Background: an optimization exercise with open tools, aiming at small area. Do not read the settings as production practice. Function was checked by simulation only, so behaviour that the tests miss may differ from the original. The clock input has no modelled driver; a real chip could not lean on it and would need a root buffer or a full tree.

==> module master_out_port, before the edit <==
module master_out_port(
	input clk,
	input reset,
	input slave_select,
	input [1:0]instruction,
	input [11:0]address,
	input [7:0]data,
	input [11:0]burst_num,
	input rx_done,
	output tx_done,
	input slave_ready,
	input arbitor_busy,
	input bus_busy,
	input approval_grant,
	output master_ready,
	output approval_request,
	output reg tx_slave_select,
	output master_valid,
	output write_en,
	output read_en,
	output reg tx_address,
	output reg tx_data,
	output reg tx_burst_num);
localparam C_IDLE = 3'b000, C_RW2 = 3'b001, C_TS = 3'b010, C_WAA = 3'b011,
           C_WA = 3'b100, C_WB = 3'b101, C_FIN = 3'b110, C_RW1 = 3'b111;
reg p;
reg [3:0] k;
reg rd;                  
reg [7:0] temp_data;     
reg [11:0] burst_count_n;  
wire grp_a = !p;
wire grp_d = p & !k[3];
wire grp_c = p & k[3];
wire [2:0] c = k[2:0];
wire free = !bus_busy & !arbitor_busy;
wire burst = |burst_num;
wire beats_done;
burst_ge BURST_GE(.a_n(burst_count_n), .b(burst_num), .ge(beats_done));
assign master_ready     = grp_c & (c[2:1] == 2'b00);
assign approval_request = grp_c & (c[2:1] == 2'b01);
assign tx_done          = grp_c & (c[2:1] == 2'b11);
assign master_valid     = (grp_a & (k != 4'd0)) | grp_d | tx_done;
wire rw_phase = grp_a & (k == 4'd1 || k == 4'd2);
assign write_en = rw_phase & !rd;
assign read_en  = rw_phase & rd;
wire [15:0] addr_ext = {4'd0, address};
wire [15:0] bn_ext = {3'd0, burst_num, burst};
reg np;
reg [3:0] nk;
always @*
begin
	np = p;
	nk = k;
	if (grp_c)
		case (c)
		C_IDLE: if (instruction[1]) nk = free ? {1'b1, C_TS} : {1'b1, C_WA};
		C_WA, C_WAA: nk = free ? {1'b1, C_TS} : {1'b1, C_WA};
		C_TS: if (bus_busy) nk = {1'b1, C_WB}; else begin np = 1'b0; nk = 4'd0; end
		C_WB: if (!bus_busy) begin np = 1'b0; nk = 4'd0; end
		C_FIN: nk = {1'b1, C_IDLE};
		default: nk = rx_done ? {1'b1, C_IDLE} : {1'b1, C_RW2};
		endcase
	else if (grp_a)
	begin
		if (k == 4'd0)
		begin
			if (approval_grant) nk = 4'd1;
			else if (bus_busy) begin np = 1'b1; nk = {1'b1, C_WAA}; end
		end
		else if (k == 4'd1)
		begin
			if (slave_ready) nk = 4'd2;
		end
		else if (k == 4'd11)
		begin
			if (burst) nk = 4'd12;
			else begin np = 1'b1; nk = {1'b1, instruction[0] ? C_RW1 : C_FIN}; end
		end
		else if (k == 4'd12)
		begin
			np = 1'b1;
			nk = instruction[0] ? {1'b1, C_RW1} : 4'd1;
		end
		else
			nk = k + 4'd1;
	end
	else
	begin
		if (k[2:0] == 3'd1)
		begin
			if (slave_ready) nk = 4'd2;
		end
		else if (k[2:0] == 3'd7)
			nk = beats_done ? {1'b1, C_FIN} : 4'd0;
		else
			nk = k + 4'd1;
	end
end
wire a_go = grp_a & ((k == 4'd0) ? approval_grant : (k == 4'd1) ? slave_ready : 1'b1);
wire ta_en = a_go & (k <= 4'd11);
wire tb_en = a_go;
wire td_en = (a_go & (k <= 4'd7 || k == 4'd12)) | (grp_d & ((k[2:0] == 3'd1) ? slave_ready : 1'b1));
wire [2:0] td_idx = (grp_a & k[3]) ? 3'd0 : k[2:0];
wire ss_en = (grp_c & (c == C_IDLE) & instruction[1] & free) |
             (grp_c & (c == C_WA || c == C_WAA) & free) |
             (grp_c & (c == C_TS)) |
             (grp_a & (k == 4'd0) & !approval_grant & bus_busy);
wire inc = (grp_a & (k == 4'd11)) | (grp_d & (k[2:0] == 3'd7));
wire idle = grp_c & (c == C_IDLE);
always @(posedge clk)
begin
	temp_data <= idle ? data : temp_data + {7'd0, inc};
	burst_count_n <= idle ? 12'hfff : burst_count_n - {11'd0, inc};
	if (grp_a & (k == 4'd0) & approval_grant)
		rd <= instruction[0];
end
always @(posedge clk or posedge reset)
begin
	if (reset)
	begin
		p <= 1'b1;
		k <= {1'b1, C_IDLE};
		tx_slave_select <= 1'b0;
		tx_address <= 1'b0;
		tx_data <= 1'b0;
		tx_burst_num <= 1'b0;
	end
	else
	begin
		p <= np;
		k <= nk;
		if (ss_en) tx_slave_select <= slave_select;
		if (ta_en) tx_address <= addr_ext[k];
		if (td_en) tx_data <= temp_data[td_idx];
		if (tb_en) tx_burst_num <= bn_ext[k];
	end
end
endmodule
Settings: LEC_CHECK=0, CAP_MARGIN=20, CORE_MARGIN=2, CORE_UTILIZATION=76, SLEW_MARGIN=20; clock period 5.0 ns.
standard.sh (not shown) runs the stock make flow with config.mk's settings and CLKGATE_MAP_FILE= SYNTH_SCRIPT=/design/flow/synth_recipe.tcl, a recipe that flattens the netlist after the stock synthesis.
==> flow/flow/run.sh <==
#!/bin/bash
# Layout flow: the standard synthesis unchanged, then its combinational
# logic re-mapped for area (flip-flops kept as synthesized: the ABC scripts
# in flow/abc/ are tried over a few rounds and the smallest netlist kept), then the standard
# layout with the smallest buffer on the ports and a one-level clock tree
# (flow/cts_hook.tcl) in place of TritonCTS.
set -uo pipefail
WORK=$(pwd)
R=$WORK/orfs/results/sky130hd/master_port/base
LIB=$FLOW_HOME/platforms/sky130hd/lib/sky130_fd_sc_hd__tt_025C_1v80.lib
YOSYS=${YOSYS_EXE:-$FLOW_HOME/../tools/install/yosys/bin/yosys}
[ -x "$YOSYS" ] || YOSYS=yosys

bash standard.sh synth > synth.log 2>&1 || exit 1

cp $R/1_2_yosys.v $WORK/std_netlist.v
mkdir -p resyn
# rounds: each ABC script in flow/abc/ re-maps the best netlist so far; stop
# when a round finds nothing smaller (at most 3 rounds)
IN=$WORK/std_netlist.v; BEST=""; BESTA=""
for ROUND in 1 2 3; do
  for A in flow/abc/*.abc; do
    N=r${ROUND}_$(basename $A .abc)
    sed -e "s|LIBFILE|$LIB|g" -e "s|NETIN|$IN|" -e "s|NETOUT|$WORK/resyn/$N.v|" \
        -e "s|ABCFILE|$WORK/$A|" -e "s|STATIN|$WORK/resyn/${N}_stat_in.txt|" \
        -e "s|STATOUT|$WORK/resyn/${N}_stat_out.txt|" flow/resyn.ys > resyn/$N.ys
    ( timeout 600 "$YOSYS" -s resyn/$N.ys > resyn/$N.log 2>&1 ) &
    while [ $(jobs -r | wc -l) -ge ${NUM_CORES:-4} ]; do sleep 1; done
  done
  wait
  IMPROVED=0
  for A in flow/abc/*.abc; do
    N=r${ROUND}_$(basename $A .abc)
    [ -s resyn/$N.v ] || continue
    AR=$(sed -n "s/.*Chip area for module '.master_port': \([0-9.]*\).*/\1/p" resyn/${N}_stat_out.txt)
    [ -n "$AR" ] || continue
    echo "$N $AR" >> resyn/areas.txt
    if [ -z "$BEST" ] || awk "BEGIN{exit !($AR < $BESTA)}"; then BEST=$N; BESTA=$AR; IMPROVED=1; fi
  done
  echo "round $ROUND best: $BEST $BESTA" >> resyn/areas.txt
  [ $IMPROVED = 1 ] || break
  IN=$WORK/resyn/$BEST.v
done
if [ -n "$BEST" ]; then
  cp resyn/$BEST.v $R/1_2_yosys.v
  rm -f $R/1_synth.odb $R/1_synth.sdc
fi

export CLKTREE_N=4
export CLKTREE_BUF=sky130_fd_sc_hd__clkbuf_8
export CLKTREE_BIG_BUF=sky130_fd_sc_hd__clkbuf_16
export CLKTREE_MAX_SLEW=0.100
export PRE_CTS_TCL=$WORK/flow/cts_hook.tcl
bash standard.sh \
  "BUFFER_PORTS_ARGS=-buffer_cell sky130_fd_sc_hd__buf_1" \
  finish > finish.log 2>&1 || exit 1
Other scripts of this flow, unchanged in this note and not shown: flow/flow/abc/dch3.abc, flow/flow/abc/deep0.abc, flow/flow/abc/deep1.abc, flow/flow/abc/deep2.abc, flow/flow/abc/deep3.abc, flow/flow/abc/deep4.abc, flow/flow/abc/deep5.abc, flow/flow/abc/deep6.abc, flow/flow/abc/deep7.abc, flow/flow/cts_hook.tcl, flow/flow/resyn.ys
Rerun with:
--- a/flow/design.v
+++ b/flow/design.v
@@ -91,6 +91,7 @@
 reg [3:0] k;
 reg rd;                  
 reg [7:0] temp_data;     
+reg carry;               
 reg [11:0] burst_count_n;  
 wire grp_a = !p;
 wire grp_d = p & !k[3];
@@ -164,16 +165,23 @@
 wire ta_en = a_go & (k <= 4'd11);
 wire tb_en = a_go;
 wire td_en = (a_go & (k <= 4'd7 || k == 4'd12)) | (grp_d & ((k[2:0] == 3'd1) ? slave_ready : 1'b1));
-wire [2:0] td_idx = (grp_a & k[3]) ? 3'd0 : k[2:0];
 wire ss_en = (grp_c & (c == C_IDLE) & instruction[1] & free) |
              (grp_c & (c == C_WA || c == C_WAA) & free) |
              (grp_c & (c == C_TS)) |
              (grp_a & (k == 4'd0) & !approval_grant & bus_busy);
 wire inc = (grp_a & (k == 4'd11)) | (grp_d & (k[2:0] == 3'd7));
+wire inc_last = (grp_a & (k == 4'd7)) | (grp_d & (k[2:0] == 3'd7));
 wire idle = grp_c & (c == C_IDLE);
 always @(posedge clk)
 begin
-	temp_data <= idle ? data : temp_data + {7'd0, inc};
+	if (idle)
+		temp_data <= data;
+	else if (td_en)
+		temp_data <= {temp_data[0] ^ carry, temp_data[7:1]};
+	if (idle | inc_last)
+		carry <= 1'b1;
+	else if (td_en)
+		carry <= carry & temp_data[0];
 	burst_count_n <= idle ? 12'hfff : burst_count_n - {11'd0, inc};
 	if (grp_a & (k == 4'd0) & approval_grant)
 		rd <= instruction[0];
@@ -195,7 +203,7 @@
 		k <= nk;
 		if (ss_en) tx_slave_select <= slave_select;
 		if (ta_en) tx_address <= addr_ext[k];
-		if (td_en) tx_data <= temp_data[td_idx];
+		if (td_en) tx_data <= temp_data[0];
 		if (tb_en) tx_burst_num <= bn_ext[k];
 	end
 end
Via count is lower by roughly a tenth.
Worst hold slack is better by 0.0053 ns.
Synthesized cell count came out lower by a few percent.
Setup slack gains 0.67 ns.
Global-route usage shrinks by 3.7 points.
Cell area drops slightly.
Utilization stays flat.
Routed wire length goes down by roughly a tenth.
Clock skew falls by 0.0053 ns.
In every run of this note, the design's own scripts or RTL, not TritonCTS, make the clock network.

-- port drivers added, routing unchanged --
In the flow no input, the clock included, has a driving cell. The finished layouts below were timed again as built, in two steps. Step 1, drivers: a clkbuf_16 drives clk and a buf_2 each remaining input, both assumed. Step 2, shift: input delay + t, output delay - t, t = (earliest + latest rising clock arrival at the registers) / 2. This alone moves slack from input paths to output paths. Three values: ideal, step 1, step 2; two values: the first two.
run	t (ns)	setup WS [ns]	worst setup path at the end
the first run	0.209	0.666 / 0.666 / 0.666	register to register
the second run	0.204	1.337 / 1.337 / 1.337	register to register
After both steps every run listed still meets setup and hold.
